Context: an optimization exercise on an open-source flow, tuned for small area, a short achievable clock period and few clock cycles. The choices shown serve that exercise and are no tape-out recipe. Where RTL was checked, it was by simulation tests only, not by an equivalence proof against the original. The RTL of run 2 was laid out without a check of its function. Power figures rest on the tool's default switching activity, not on a simulated workload.

$ cat flow/design.v
`timescale 1ns/10ps
module maze_router (
reset		,
start		,
clk         ,
address     ,
data_in     ,
data_out    ,
cs          ,
we          ,
D);
input        reset;
input        start;
input        clk;
input  [7:0] data_in;
output       cs;
output       we;
output [7:0] data_out;
output [7:0] address;
output       D;
reg       cs, we, D;
reg [7:0] address;
reg       do_a, do_b;                
assign data_out = {do_a, do_a, do_a, do_b, do_a, do_a, do_a, do_b};
localparam [1:0] ST_FREE = 2'b00, ST_BLK = 2'b01, ST_R0 = 2'b10;
localparam [3:0] S_IDLE  = 4'd0,
                 S_SCAN  = 4'd1,    
                 S_DRAIN = 4'd2,    
                 S_BFS   = 4'd3,    
                 S_TRACE = 4'd4,    
                 S_CLR   = 4'd5,    
                 S_SRC2  = 4'd6,    
                 S_GO2   = 4'd7,    
                 S_FIN   = 4'd8,    
                 S_DONE  = 4'd9;
reg [3:0] state;
reg       net2;
reg [7:0] s1a, t1a, s2a, t2a;       
reg [7:0] wv;                        
reg [3:0] sw;                        
reg       drain;
reg       pS1, pT2;                  
reg       pm;                        
reg [7:0] cur;                       
reg [5:0] cmask;                     
reg [2:0] dir;                       
reg [7:0] naddr;                     
reg [7:0] laddr;                     
reg [2:0] ldir;
reg       lval;                      
reg [3:0] lq1, lq0;                  
wire      ls1 = lq1[laddr[7:6]];     
wire      ls0 = lq0[laddr[7:6]];
reg [7:0] a1;
reg       v1;
wire [255:0] st1, st0;
reg  [7:0] dx, dy;                   
reg  [3:0] dz;                       
reg        g1, g0;
reg        bfs_en, clr;
genvar n;
generate
for (n = 0; n < 256; n = n + 1) begin : g_cell
	wire nbr = ((n % 8) != 0 ? st1[(n % 8) != 0 ? n - 1 : n] : 1'b0)
	         | ((n % 8) != 7 ? st1[(n % 8) != 7 ? n + 1 : n] : 1'b0)
	         | (((n / 8) % 8) != 0 ? st1[((n / 8) % 8) != 0 ? n - 8 : n] : 1'b0)
	         | (((n / 8) % 8) != 7 ? st1[((n / 8) % 8) != 7 ? n + 8 : n] : 1'b0)
	         | ((n / 64) != 0 ? st1[(n / 64) != 0 ? n - 64 : n] : 1'b0)
	         | ((n / 64) != 3 ? st1[(n / 64) != 3 ? n + 64 : n] : 1'b0);
	if (n >= 128 && n < 132) begin : g_pin
		assign st1[n] = 1'b0;
		assign st0[n] = 1'b1;
	end else begin : g_map
		reg  q1, q0;
		wire sel = dx[n % 8] & dy[(n / 8) % 8] & dz[n / 64];
		wire en  = sel | (clr & q1) | (bfs_en & nbr & ~q1 & ~q0);
		always @(posedge clk)
			if (en) begin
				q1 <= g1;
				q0 <= g0;
			end
		assign st1[n] = q1;
		assign st0[n] = q0;
	end
end
endgenerate
function [5:0] validdirs;
	input [7:0] c;
	validdirs = {c[7:6] != 2'd3, c[7:6] != 2'd0,
	             c[5:3] != 3'd7, c[5:3] != 3'd0,
	             c[2:0] != 3'd7, c[2:0] != 3'd0};
endfunction
function [2:0] firstdir;
	input [5:0] m;
	firstdir = m[0] ? 3'd0 : m[1] ? 3'd1 : m[2] ? 3'd2 :
	           m[3] ? 3'd3 : m[4] ? 3'd4 : m[5] ? 3'd5 : 3'd6;
endfunction
function [5:0] after;
	input [2:0] d;
	case (d)
		3'd0: after = 6'b111110;
		3'd1: after = 6'b111100;
		3'd2: after = 6'b111000;
		3'd3: after = 6'b110000;
		3'd4: after = 6'b100000;
		default: after = 6'b000000;
	endcase
endfunction
function [7:0] nb;
	input [7:0] c;
	input [2:0] d;
	reg [2:0] xm, xp, ym, yp;
	reg [1:0] zm, zp;
	begin
		xm = {c[2] ^ ~(c[1] | c[0]), c[1] ~^ c[0], ~c[0]};
		xp = {c[2] ^ (c[1] & c[0]), c[1] ^ c[0], ~c[0]};
		ym = {c[5] ^ ~(c[4] | c[3]), c[4] ~^ c[3], ~c[3]};
		yp = {c[5] ^ (c[4] & c[3]), c[4] ^ c[3], ~c[3]};
		zm = {c[7] ~^ c[6], ~c[6]};
		zp = {c[7] ^ c[6], ~c[6]};
		case (d)
			3'd0: nb = {c[7:3], xm};
			3'd1: nb = {c[7:3], xp};
			3'd2: nb = {c[7:6], ym, c[2:0]};
			3'd3: nb = {c[7:6], yp, c[2:0]};
			3'd4: nb = {zm, c[5:0]};
			default: nb = {zp, c[5:0]};
		endcase
	end
endfunction
function [5:0] backdir;
	input [2:0] d;
	case (d)
		3'd0: backdir = 6'b000010;
		3'd1: backdir = 6'b000001;
		3'd2: backdir = 6'b001000;
		3'd3: backdir = 6'b000100;
		3'd4: backdir = 6'b100000;
		default: backdir = 6'b010000;
	endcase
endfunction
wire       found  = (state == S_TRACE) && lval && ls1 && (ls0 == wv[1]);
wire [5:0] fmask  = validdirs(laddr) & ~backdir(ldir);
wire [2:0] fdir   = firstdir(fmask);
wire [7:0] fnaddr = nb(laddr, fdir);
wire [5:0] nmask  = cmask & after(dir);
wire [2:0] ndir   = firstdir(nmask);
wire [7:0] nnaddr = nb(cur, ndir);
wire [2:0] tdir   = firstdir(validdirs(cur));
reg [7:0] swa;
always @* begin
	case (sw[2:0])
		3'd0: swa = 8'd128;
		3'd1: swa = 8'd129;
		3'd2: swa = 8'd130;
		3'd3: swa = 8'd131;
		3'd4: swa = s1a;
		3'd5: swa = t1a;
		3'd6: swa = s2a;
		default: swa = t2a;
	endcase
end
wire sw_go = drain && !sw[3] && !found;
reg       nw_en;
reg [7:0] nw_addr;
reg [1:0] nw_val;
reg       n_bfs, n_clr;
always @(posedge clk) begin
	a1 <= address;
	v1 <= (state == S_SCAN) || (state == S_IDLE && start);
	pm    <= 1'b0;
	lq1   <= {st1[{2'd3, naddr[5:0]}], st1[{2'd2, naddr[5:0]}], st1[{2'd1, naddr[5:0]}], st1[{2'd0, naddr[5:0]}]};
	lq0   <= {st0[{2'd3, naddr[5:0]}], st0[{2'd2, naddr[5:0]}], st0[{2'd1, naddr[5:0]}], st0[{2'd0, naddr[5:0]}]};
	laddr <= naddr;
	ldir  <= dir;
	lval  <= 1'b0;
	nw_en   = 1'b0;
	nw_addr = laddr;
	nw_val  = ST_BLK;
	n_bfs   = 1'b0;
	n_clr   = 1'b0;
	address <= swa;
	do_a    <= (sw[2] == 1'b0);
	do_b    <= (sw[2] == 1'b0) || (sw[1] == 1'b1);
	D       <= 1'b0;
	begin
		cs <= 1'b0;
		we <= 1'b0;
		if (v1) begin
			nw_en   = 1'b1;
			nw_addr = a1;
			if (a1[7:2] == 6'b100000)           nw_val = ST_BLK;
			else if (a1 == s1a)                 nw_val = ST_R0;
			else if (a1 == t1a)                 nw_val = ST_FREE;
			else if (a1 == s2a || a1 == t2a)    nw_val = ST_BLK;
			else if (data_in == 8'hEE)          nw_val = ST_FREE;
			else                                nw_val = ST_BLK;
			if (a1 == 8'd128) s1a <= data_in;
			if (a1 == 8'd129) t1a <= data_in;
			if (a1 == 8'd130) s2a <= data_in;
			if (a1 == 8'd131) t2a <= data_in;
		end
		if (sw_go) begin
			cs      <= 1'b1;
			we      <= 1'b1;
			sw      <= sw + 4'd1;
		end
		case (state)
			S_IDLE: begin
				net2    <= 1'b0;
				drain   <= 1'b0;
				sw      <= 4'd0;
				cs      <= 1'b1;
				address <= 8'd128;
				if (start) begin
					state   <= S_SCAN;
					address <= 8'd129;
				end
			end
			S_SCAN: begin
				cs      <= 1'b1;
				address <= address + 8'd1;
				if (address == 8'd127) begin
					cs    <= 1'b0;
					state <= S_DRAIN;
				end
			end
			S_DRAIN: begin
				drain <= 1'b1;
				cur   <= t1a;
				naddr <= t1a;
				if (!v1) begin
					state <= S_BFS;
					n_bfs = 1'b1;
					wv    <= 8'd1;
				end
			end
			S_BFS: begin
				wv    <= wv + 8'd1;
				naddr <= nb(cur, tdir);
				dir   <= tdir;
				cmask <= validdirs(cur);
				if (ls1 && wv != 8'd1) begin
					wv <= wv - 8'd3;      
					if (!net2) begin
						nw_en   = 1'b1;
						nw_addr = t1a;
						nw_val  = ST_BLK;
						pS1 <= 1'b1;
						pT2 <= 1'b1;
					end
					if (wv == 8'd3) state <= net2 ? S_FIN : S_CLR;
					else            state <= S_TRACE;
				end else if (wv == 8'd255) begin
					state <= S_FIN;
				end else begin
					n_bfs = 1'b1;
					naddr <= cur;
				end
			end
			S_TRACE: begin
				if (pm) begin
					nw_en   = 1'b1;
					nw_addr = cur;
					nw_val  = ST_BLK;
				end else if (pS1) begin
					nw_en   = 1'b1;
					nw_addr = s1a;
					nw_val  = ST_BLK;
					pS1 <= 1'b0;
				end else if (pT2) begin
					nw_en   = 1'b1;
					nw_addr = t2a;
					nw_val  = ST_FREE;
					pT2 <= 1'b0;
				end
				if (found) begin
					cs      <= 1'b1;
					we      <= 1'b1;
					address <= laddr;
					do_a    <= 1'b0;
					do_b    <= net2;
					pm      <= 1'b1;
					cur     <= laddr;
					cmask   <= fmask;
					naddr   <= fnaddr;
					dir     <= fdir;
					lval    <= 1'b0;
					wv      <= wv - 8'd1;
					if (wv == 8'd1) state <= net2 ? S_FIN : S_CLR;
				end else begin
					lval  <= (dir != 3'd6);
					naddr <= nnaddr;
					dir   <= ndir;
				end
			end
			S_CLR: begin
				if (pm) begin
					nw_en   = 1'b1;
					nw_addr = cur;
					nw_val  = ST_BLK;
				end else if (pS1) begin
					nw_en   = 1'b1;
					nw_addr = s1a;
					nw_val  = ST_BLK;
					pS1 <= 1'b0;
				end else if (pT2) begin
					nw_en   = 1'b1;
					nw_addr = t2a;
					nw_val  = ST_FREE;
					pT2 <= 1'b0;
				end else begin
					n_clr = 1'b1;
					state <= S_SRC2;
				end
			end
			S_SRC2: begin
				nw_en   = 1'b1;
				nw_addr = s2a;
				nw_val  = ST_R0;
				net2  <= 1'b1;
				cur   <= t2a;
				naddr <= t2a;
				wv    <= 8'd1;
				state <= S_GO2;
			end
			S_GO2: begin
				n_bfs = 1'b1;
				state <= S_BFS;
			end
			S_FIN: begin
				if (sw[3]) begin
					D     <= 1'b1;
					state <= S_DONE;
				end
			end
			S_DONE: begin
				D <= 1'b1;
			end
			default: state <= S_IDLE;
		endcase
	end
	bfs_en <= n_bfs;
	clr    <= n_clr;
	dx     <= 8'd1 << nw_addr[2:0];
	dy     <= 8'd1 << nw_addr[5:3];
	dz     <= nw_en ? (4'd1 << nw_addr[7:6]) : 4'd0;
	if (n_bfs)      {g1, g0} <= {1'b1, state == S_BFS ? wv[1] ^ wv[0] : 1'b0};
	else if (n_clr) {g1, g0} <= ST_FREE;
	else            {g1, g0} <= nw_val;
	if (reset) begin
		state   <= S_IDLE;
		D       <= 1'b0;
		cs      <= 1'b1;              
		we      <= 1'b0;
		address <= 8'd128;
		drain  <= 1'b0;
		v1     <= 1'b0;
		bfs_en <= 1'b0;
		clr    <= 1'b0;
	end
end
endmodule
$ cat flow/constraint.sdc
create_clock -name core_clock -period 6.5 [get_ports {clk}]
set_input_delay 1.3000 -clock core_clock [delete_from_list [all_inputs] [get_ports {clk}]]
set_output_delay 1.3000 -clock core_clock [all_outputs]
set_load 0.01 [all_outputs]
$ cat flow/standard.sh
#!/bin/bash
# synth_recipe.tcl (not shown) runs the flow's synth.tcl, then flattens the netlist and writes it again
# the make line also repeats each setting of config.mk as NAME=value (left out here)
make -C /OpenROAD-flow-scripts/flow DESIGN_CONFIG=/design/flow/config.mk WORK_HOME=/design/flow/orfs CLKGATE_MAP_FILE= SYNTH_SCRIPT=/design/flow/synth_recipe.tcl "${@:-finish}"
$ cat flow/flow/run.sh
#!/bin/bash
# Standard layout, except that the port buffers are buf_4 cells instead of
# the library's smallest (delay) buffer.
set -euo pipefail
export BUFFER_PORTS_ARGS="-buffer_cell sky130_fd_sc_hd__buf_4"
bash standard.sh > standard_flow.log 2>&1
$ cat flow/config.mk
export PLATFORM = sky130hd
export DESIGN_NAME = maze_router
export DESIGN_NICKNAME = maze_router
export VERILOG_FILES = /design/flow/design.v
export SDC_FILE = /design/flow/constraint.sdc
export NUM_CORES = 4
export LEC_CHECK = 0
export CAP_MARGIN = 20
export CORE_MARGIN = 2
export CORE_UTILIZATION = 50
export CTS_BUF_LIST = sky130_fd_sc_hd__clkbuf_16
export CTS_CLUSTER_DIAMETER = 110
export CTS_CLUSTER_SIZE = 24
export PLACE_DENSITY = 0.65
export SETUP_SLACK_MARGIN = 4.05
export SLEW_MARGIN = 20
==> summary.md, run 1 <==
| Metric | Value |
|---|---|
| Largest area contributor in the netlist | edfxtp_1 |
| Total global routing overflow | 0 |
| Tightest Pin Transition | slightly above 1 ns |
| Synth unique cells | between 80 and 90 |
| DR pass1 iterations | 9 |
| Crit-path max cell delay | 0.45 ns |
| First-pass GRT wire length | between 150 and 200 mm |
| Total track usage | roughly a third |
| Peak VDD IR | 318 uV |
| Reg-to-Reg End | g0$_DFF_P_ |
| Startpoint type of the worst setup path | register |
| Area of the core | 69700 um^2 |
| Max_slew headroom | 32.5% |
| Area Growth Syn to Fin | 8.31% |
| Initial drt markers | about 5000 |
| I/O Pins | 30 |
| Initial Utilization | 50.3% |
| Via Count | roughly 29000 |
| DR vias/cell | around 7.7 |
| Async SR Flop Fraction | 0% |
| Avg Cell Area, Syn | 12.0 um^2 |
| Maxcap violations | 0 |
| Syn Std Cell Area | between 30000 and 40000 um^2 |
| Register area | 18700 um^2 |
| Hold Crit Endpoint | laddr[7]$_DFF_P_ |
| Chip Width | around 270 um |
| Layout cell share with drive strength beyond 1 | 17.4% |
| Status | no timing/DRC/antenna violations |
| WP data required | approximately 5.2 ns |
| Slowest cell on crit path | dfxtp_4 |
| CP Max Fanout | 6 |
| PD cells | 365 nW/um^2 |
| Worst min-delay path startpoint | naddr[7]$_DFFE_PP_ |
| Fin crit share | just under 40% |
| Area taken by multi-input logic gates | approximately 15000 um^2 |
| R2R Setup Slk | 4.04 ns |
| YS warnings | 1 |
| Initial antenna violation count | 1 |
| Antenna Nets Post-Route | 0 |
| Top-area cell type share of the netlist area | 48.9% |
| CTS buffer count | 31 |
| Top-count cell post-synth | edfxtp_1 |
| Leak | roughly 12 nW |
| Clk buf depth | 3 |
| Setup violators final | 0 |
| Gpl congestion | roughly 0.93 |
| Root buffer cell | clkbuf_16 |
| Synth cell count leaders | edfxtp_1 (571), nor4_1 (274), clkbuf_1 (223) |
| Fill count | just under 6000 |
| Clock skew | approximately 0.037 ns |
| Area contributors post-synth | edfxtp_1 (49%), mux4_2 (10%), nor4_1 (4.9%), dfxtp_1 (4.3%), clkbuf_1 (2.4%) |
| FMAX | just under 400 MHz |
| Sequential-to-total area share from yosys stat | a little over half |
| Final hold viol count | 0 |
| DIE AREA | slightly above 70000 um^2 |
| Synth Flop Type | edfxtp_1 |
| Setup TNS | 0 ns |
| Hold_buf cts | 0 |
| RSZ-0062 raised after global routing | yes |
| Non-Filler Instances | roughly 3800 |
| Post-synth EDFFs | roughly 570 |
| Largest net degree at the start of global routing | between 150 and 200 |
| Routed WL | roughly 130 mm |
| Cell family with most CP delay | flip-flops |
| Worst reg2reg path startpoint | wv[1]$_SDFFCE_PN0P_ |
| Placed instance count | 3651 |
| Critical Path Sink Type | primary output |
| Hpwl dp | 78.9 mm |
| Drc violations | 0 |
| Vias in the first global route | about 28000 |
| Depth of the most critical reg-to-reg path | 10 |
| WL/cell | between 30 and 40 um |
| Setup Crit Path Kind | reg -> out |
| Worst min-delay path class | reg -> reg |
| Clk slew on worst S/H paths | between 0.1 and 0.15 ns |
| DP Area | between 30000 and 40000 um^2 |
| Hold path cells | 0 |
| Cells after Synth | between 2000 and 3000 |
| Design Area, Final | around 38000 um^2 |
| WP data arrival | around 1.2 ns |
| Yosys reg bits | roughly 650 |
| Buf+Inv Stages, Crit Path | 1 |
| Row count | just under 100 |
| Syn_nets | around 3000 |
| Clock insertion delay at the later pin of the skew report | about 0.67 ns |
| Sink Count | between 600 and 700 |
| CTS tree | built |
| Number of port buffers | 29 |
| Minimum clock period | 2.53 ns |
| Pins Over Slew Limit | 0 |
| CP Cell Sequence | buf_6 |
| CTS H-tree lvls | 1 |
| NumNets Final | around 2900 |
| Die height | between 200 and 300 um |
## layout by cell type (no fill, tap or decap), types with 8 or more instances in the layout
| cell | count |
|---|---|
| nor4_1 | 274 |
| edfxtp_1 | 571 |
| and2_1 | 17 |
| dfxtp_2 | 18 |
| o211ai_1 | 8 |
| nand3_1 | 124 |
| a22oi_1 | 29 |
| a211o_1 | 52 |
| dfxtp_4 | 14 |
| dfxtp_1 | 44 |
| nor3_1 | 67 |
| buf_6 | 21 |
| mux4_2 | 158 |
| buf_4 | 91 |
| nor2_1 | 201 |
| nand4_1 | 9 |
| a222oi_1 | 12 |
| a211oi_1 | 14 |
| xor2_1 | 15 |
| nand2b_1 | 10 |
| ha_1 | 19 |
| a311o_1 | 12 |
| o41ai_1 | 33 |
| a21oi_1 | 141 |
| nor2b_1 | 13 |
| o22ai_1 | 9 |
| o21ai_1 | 11 |
| mux2i_1 | 23 |
| a2111oi_0 | 49 |
| o21ai_0 | 96 |
| nand2_1 | 181 |
| or2_2 | 40 |
| a221o_1 | 53 |
| inv_1 | 48 |
| buf_12 | 13 |
| a32oi_1 | 95 |
| xnor2_1 | 39 |
| clkbuf_16 | 38 |
## flip-flops by register name (all words and copies together) (netlist names), 5 cells and up
name,count
g_cell.g_map.q0,252
g_cell.g_map.q1,252
a1,8
address,8
cur,8
dx,8
dy,8
laddr,8
naddr,8
s1a,8
s2a,8
t1a,8
t2a,8
wv,8
cmask,5
## repair_timing
action | CTS | global route
setup buffers | 29 | 34
setup endpoints to repair | 620 | 190
resized for setup | 91 | 50
pin swaps | 5 | 21
cloned | 5 | 10
## worst max-delay path by stage
stage	from	to	slack, ns	cells past startpoint
6_report	do_a$_DFF_P_	data_out[7]	3.97	1
2_1_floorplan	laddr[6]$_DFF_P_	cur[0]$_DFFE_PP_	4.06	6
4_1_cts	do_a$_DFF_P_	data_out[7]	3.96	1
3_5_place_dp	state[1]$_SDFFE_PP0P_	cur[1]$_DFFE_PP_	2.90	4
3_3_place_gp	state[1]$_SDFFE_PP0P_	cur[2]$_DFFE_PP_	3.03	4
5_1_grt	do_a$_DFF_P_	data_out[5]	3.96	1
## logic make-up after synthesis
| logic type | count (synthesis) | synth area share (%) |
|---|---|---|
| AND/OR/NAND/NOR | 1000 | 14.7 |
| AO/OA/AOI/OAI | 700 | 14.9 |
| flip-flops | 647 | 53.3 |
| buffers and inverters | 307 | 3.63 |
| multiplexers | 189 | 11.1 |
| XOR/XNOR | 56 | 1.42 |
| adder cells (fa/ha/maj) | 26 | 0.929 |
## metrics by stage
| step | util, % | total power [W] | hold slack, ns | worst slack [ns] |
|---|---|---|---|---|
| after floorplan | - | 0.00899 | 0.323 | 4.06 |
| after global placement | 51.1 | 0.0106 | 0.333 | 3.03 |
| after detailed placement | 51.1 | 0.0107 | 0.330 | 2.90 |
| final | 54.5 | 0.0138 | 0.351 | 3.97 |
| after CTS | 53.4 | 0.0133 | 0.355 | 3.96 |
| after global routing | 54.5 | 0.0142 | 0.370 | 3.96 |
## final cells by class
class / instances / area share, %
antenna: 1 / 0.00659
clock buffer: 31 / 2.04
timing repair buffer: 138 / 4.02
sequential: 647 / 49.4
tap: 940 / 3.10
inverter: 33 / 0.373
clock inverter: 26 / 0.376
multi-input combinational: 1971 / 40.7
## metal layers
layer	routed length [um]	global-route usage, %	up-vias	share of wire (%)
li1	-	-	11800	-
met1	45400	46.0	14300	35
met2	58800	54.5	2485	46
met3	16500	6.98	480	13
met4	7280	16.4	4	5.7
met5	83	0	-	0.065
## report_power, final
group | switching, W | internal [W] | total [W] | leakage (nW)
clock network | 0.00138 | 0.000916 | 0.00230 | 0.528
logic | 0.00323 | 0.00213 | 0.00535 | 5.46
registers | 0.000852 | 0.00534 | 0.00619 | 5.75
total | 0.00546 | 0.00839 | 0.0138 | 11.7
Testbench counts, summed over its fixed seeds: cycles 25,589.
==> run 2, diff against run 1 <==
--- a/flow/design.v
+++ b/flow/design.v
@@ -43,4 +43,6 @@
 reg       pm;                        
 reg [7:0] cur;                       
+reg [4:0] mt;                        
+reg       tight;                     
 reg [5:0] cmask;                     
 reg [2:0] dir;                       
@@ -140,6 +142,19 @@
 	endcase
 endfunction
+function [5:0] awaydirs;
+	input [7:0] c;
+	input [7:0] a;
+	awaydirs = {c[7:6] >= a[7:6], c[7:6] <= a[7:6],
+	            c[5:3] >= a[5:3], c[5:3] <= a[5:3],
+	            c[2:0] >= a[2:0], c[2:0] <= a[2:0]};
+endfunction
+function [4:0] absdiff3;
+	input [2:0] a;
+	input [2:0] b;
+	absdiff3 = (a >= b) ? {2'd0, a - b} : {2'd0, b - a};
+endfunction
+wire [7:0] sa     = net2 ? s2a : s1a;
 wire       found  = (state == S_TRACE) && lval && ls1 && (ls0 == wv[1]);
-wire [5:0] fmask  = validdirs(laddr) & ~backdir(ldir);
+wire [5:0] fmask  = validdirs(laddr) & ~backdir(ldir) & ~(tight ? awaydirs(laddr, sa) : 6'd0);
 wire [2:0] fdir   = firstdir(fmask);
 wire [7:0] fnaddr = nb(laddr, fdir);
@@ -147,5 +162,9 @@
 wire [2:0] ndir   = firstdir(nmask);
 wire [7:0] nnaddr = nb(cur, ndir);
-wire [2:0] tdir   = firstdir(validdirs(cur));
+wire       ttight = (wv - 8'd2 == {3'd0, mt});
+wire [5:0] tmask  = validdirs(cur) & ~(ttight ? awaydirs(cur, sa) : 6'd0);
+wire [2:0] tdir   = firstdir(tmask);
+wire [4:0] tman   = absdiff3(cur[2:0], sa[2:0]) + absdiff3(cur[5:3], sa[5:3]) +
+                    absdiff3({1'b0, cur[7:6]}, {1'b0, sa[7:6]});
 reg [7:0] swa;
 always @* begin
@@ -240,5 +259,7 @@
 				naddr <= nb(cur, tdir);
 				dir   <= tdir;
-				cmask <= validdirs(cur);
+				cmask <= tmask;
+				tight <= ttight;
+				if (wv == 8'd1) mt <= tman;
 				if (ls1 && wv != 8'd1) begin
 					wv <= wv - 8'd3;      
--- a/flow/config.mk
+++ b/flow/config.mk
@@ -13,4 +13,4 @@
 export CTS_CLUSTER_SIZE = 24
 export PLACE_DENSITY = 0.65
-export SETUP_SLACK_MARGIN = 4.05
+export SETUP_SLACK_MARGIN = 3.95
 export SLEW_MARGIN = 20
==> run 2 against run 1 <==
Effect of this change:
- design area increased by 6.2%
- hold slack improved by 0.0043 ns
- register-to-register slack got worse by 0.98 ns
- maximum frequency decreased by 26%
- critical path type is now reg -> reg
- setup slack got worse by 0.91 ns
==> summary.md, run 2 <==
| Metric | Value |
|---|---|
| Critical Path Sink Type | register |
| Setup crit end | mt[2]$_DFFE_PP_ |
| DR pass1 iterations | 8 (-1) |
| Final hold viol count | 0 (unchanged) |
| Leak | 12.8 nW (+8.6%) |
| Area contributors post-synth | edfxtp_1 (47%), mux4_2 (10%), nor4_1 (4.4%), dfxtp_1 (4.2%), a32oi_1 (2.6%) |
| Gpl congestion | 0.955 (+2.4%) |
| PD cells | 341 nW/um^2 (-6.6%) |
| Area of the core | 72700 um^2 (+4.4%) |
| Die height | 274 um (+2.1%) |
| R2R Setup Slk | 3.06 ns (-0.98 ns) |
| DR vias/cell | 7.70 (+0.39%) |
| Tightest Pin Transition | 1.27 ns (+0.261 ns) |
| Setup violators final | 0 (unchanged) |
| Clock insertion delay at the later pin of the skew report | 0.62 ns (-0.05 ns) |
| CTS buffer count | 34 (+9.7%) |
| YS warnings | 1 (unchanged) |
| Antenna Nets Post-Route | 0 (unchanged) |
| Max_slew headroom | 15.1% (-17 points) |
| Post-synth EDFFs | 577 (+1.1%) |
| Layout cell share with drive strength beyond 1 | 18.6% (+1.2 points) |
| Diodes inserted | 0 (-1) |
| Drc violations | 0 (unchanged) |
| Startpoint type of the worst setup path | register |
| NumNets Final | 3108 (+8.7%) |
| Clock skew | 0.0249 ns (-0.0118 ns) |
| Setup Crit Path Kind | reg -> reg |
| Most frequent cells in the layout | edfxtp_1 (577), nor4_1 (254), nor2_1 (227) |
| Sink Count | 653 (+0.93%) |
| CTS H-tree lvls | 2 (+1) |
| CP Max Fanout | 7 (+1) |
| Sequential-to-total area share from yosys stat | 51.5% (-1.7 points) |
| Top-count cell post-synth | edfxtp_1 |
| Fin crit share | 52.9% (+14 points) |
| Pins Over Slew Limit | 0 (unchanged) |
| Chip Width | 274 um (+2.1%) |
| First-pass GRT wire length | 200 mm (+7.3%) |
| CP startpoint | net2$_DFFE_PP_ |
| WP data arrival | 3.82 ns (+2.59 ns) |
| Row count | 99 (+2.1%) |
| Top-area cell type share of the netlist area | 47.4% (-1.6 points) |
| Largest net degree at the start of global routing | 221 (+16%) |
| Depth of the most critical reg-to-reg path | 14 (+4) |
| Setup TNS | 0 ns (unchanged) |
| Hold slack final | 0.355 ns (+0.00433 ns) |
| I/O Pins | 30 (unchanged) |
| WP data required | 6.88 ns (+1.68 ns) |
| Initial drt markers | 5373 (+7.8%) |
| Worst min-delay path class | reg -> reg |
| Yosys reg bits | 653 (+0.93%) |
| Avg Cell Area, Syn | 11.7 um^2 (-1.9%) |
| Hpwl dp | 83.3 mm (+5.6%) |
| Root buffer cell | clkbuf_16 |
| Clk slew on worst S/H paths | 0.11 ns (about the same) |
| Area Growth Syn to Fin | 10.2% |
| CTS tree | built |
| DIE AREA | 75300 um^2 (+4.3%) |
| Total track usage | 35.5% (+1.0 points) |
| Syn Std Cell Area | 36600 um^2 (+4.4%) |
| Most common cell after layout, fill and taps aside | edfxtp_1 |
| Minimum clock period | 3.44 ns (+0.909 ns) |
| Syn_nets | 3185 (+7.5%) |
| Synth Flop Type | edfxtp_1 |
| Fill count | 6018 (+1.4%) |
| Reg-to-Reg End | mt[2]$_DFFE_PP_ |
| Cells after Synth | 3113 (+6.4%) |
| Via Count | 30900 (+6.4%) |
| Clk buf depth | 3 (unchanged) |
| Synth unique cells | 87 (-2.2%) |
| Worst reg2reg path startpoint | net2$_DFFE_PP_ |
| FMAX | 291 MHz (-26%) |
| Initial antenna violation count | 2 (+1) |
| Peak VDD IR | 251 uV (-21%) |
| Largest area contributor in the netlist | edfxtp_1 |
| WL/cell | 33.8 um (about the same) |
| Status | no timing/DRC/antenna violations |
| Total global routing overflow | 0 (unchanged) |
| Routed WL | 136 mm (+6.1%) |
| Vias in the first global route | 29500 (+6.0%) |
| Initial Utilization | 50.3% (about the same) |
| RSZ-0062 raised after global routing | yes |
| Synth cell count leaders | edfxtp_1 (577), nor4_1 (255), nor2_1 (234) |
| Maxcap violations | 0 (unchanged) |
| Largest regs | g_cell.g_map.q0: 252 flops, g_cell.g_map.q1: 252 flops |
| Number of port buffers | 29 (unchanged) |
| Async SR Flop Fraction | 0% (unchanged) |
[run 2: changes by cell type in the layout (fill, tap and decap cells not counted), sizes merged, moves of 13 or more]
| cell | delta |
|---|---|
| inv | +22 |
| nand2 | +17 |
| a32oi | +16 |
| buf | +34 |
| a22oi | -16 |
| nor3 | +31 |
| nor2 | +31 |
| ha | +25 |
| xnor2 | -21 |
| or4 | +13 |
| xor2 | +25 |
| nor4 | -20 |
[run 2: cell type report]
cell class	instances	area [um^2]	share of cell area, %
clock buffer	35	876	2.17
clock inverter	20	128	0.317
multi-input combinational	2122	17100	42.5
sequential	653	18900	46.9
timing repair buffer	167	1830	4.54
tap	959	1200	2.98
inverter	58	240	0.596
[run 2: timing repair]
item / CTS / global route
resized for setup: 92 / 64
endpoints found under the setup margin: 105 / 108
pin swaps: 18 / 22
hold buffers: 0 / 0
buffers inserted: 56 / 29
cloned: 13 / 1
[run 2: power breakdown]
group          internal, W  switching, W  total (W)  leakage [nW]
Sequential         0.00520      0.000571    0.00577          5.81
Clock              0.00101       0.00145    0.00245         0.537
Combinational      0.00217       0.00332    0.00549          6.41
Total              0.00838       0.00534     0.0137          12.8
[run 2: worst min-delay path by stage]
stage                        from                to  slack (ns)  depth (start not counted)
2_1_floorplan  naddr[6]$_DFFE_PP_  laddr[6]$_DFF_P_        0.32                          0
3_3_place_gp   naddr[6]$_DFFE_PP_  laddr[6]$_DFF_P_        0.34                          0
3_5_place_dp   naddr[6]$_DFFE_PP_  laddr[6]$_DFF_P_        0.33                          0
4_1_cts        naddr[6]$_DFFE_PP_  laddr[6]$_DFF_P_        0.35                          0
5_1_grt        naddr[6]$_DFFE_PP_  laddr[6]$_DFF_P_        0.36                          0
6_report       naddr[6]$_DFFE_PP_  laddr[6]$_DFF_P_        0.36                          0
[run 2: per-layer routing]
metal	part of all wire [%]	global-route usage (%)
met5	0.017	0
met4	4.9	14.6
met3	13	8.66
met2	45	54.5
met1	37	48.6
[run 2: per-stage QoR]
stage	setup WS (ns)	total power (W)	std cells	instance area, um^2	utilization (%)
3_5_place_dp	2.35	0.0103	3860	37400	51.5
6_report	3.06	0.0137	4014	40300	55.4
3_3_place_gp	2.45	0.0102	3860	37400	51.5
4_1_cts	3.12	0.0133	3984	39700	54.6
2_1_floorplan	3.22	0.00867	3113	36800	-
5_1_grt	3.01	0.0141	4014	40300	55.4
[run 2: cells by family after synthesis]
logic type / count (synthesis) / synth area share [%]
simple gates: 1066 / 14.7
mux: 203 / 11.2
xor+xnor: 60 / 1.46
flops: 653 / 51.5
compound gates: 731 / 15.0
buf+inv: 339 / 3.66
fa+ha+maj: 61 / 2.29
[run 2: worst max-delay path, stage by stage, from the launching register on]
cell and delay [ns]:
edfxtp_1 0.35, buf_6 0.18, buf_8 0.16, mux2i_4 0.25, inv_2 0.09, ha_4 0.16, fa_2 0.35, nand2_2 0.09
mux2_4 0.32, fa_1 0.46, inv_2 0.08, ha_4 0.12, inv_2 0.04, fa_2 0.52, inv_1 0.04

==> what the ideal ports hide <==
The flow's constraints put no driver on any port. The routed layouts listed below were extracted and timed again, unchanged, in two steps.
Step 1, drivers: a clkbuf_16 drives clk and a buf_2 each remaining input, both assumed.
Step 2 adds t to the input delays and takes it off the output delays; t is the mean of the earliest and latest rising clock arrival at the registers after step 1. Input paths then give back, and output paths get back, about the clock's delay inside the block.
a / b / c = no drivers / after step 1 / after step 2; a / b = the first two.
| run | shift t [ns] | setup WS [ns] | latest minus earliest clock arrival (ns) | worst slew at a driven data input, ns | cell pins on the clock port's net |
|---|---|---|---|---|---|
| run 1 | 0.717 | 3.971 / 3.903 / 3.795 | 0.046 / 0.046 | 0.04 | 1 |
| run 2 | 0.669 | 3.062 / 3.062 / 3.062 | 0.032 / 0.032 | 0.07 | 1 |
After both steps setup and hold are still met in every run listed. For run 1, which loses most, drivers alone change the setup slack by -0.068 ns; drivers and shift together by -0.176 ns.
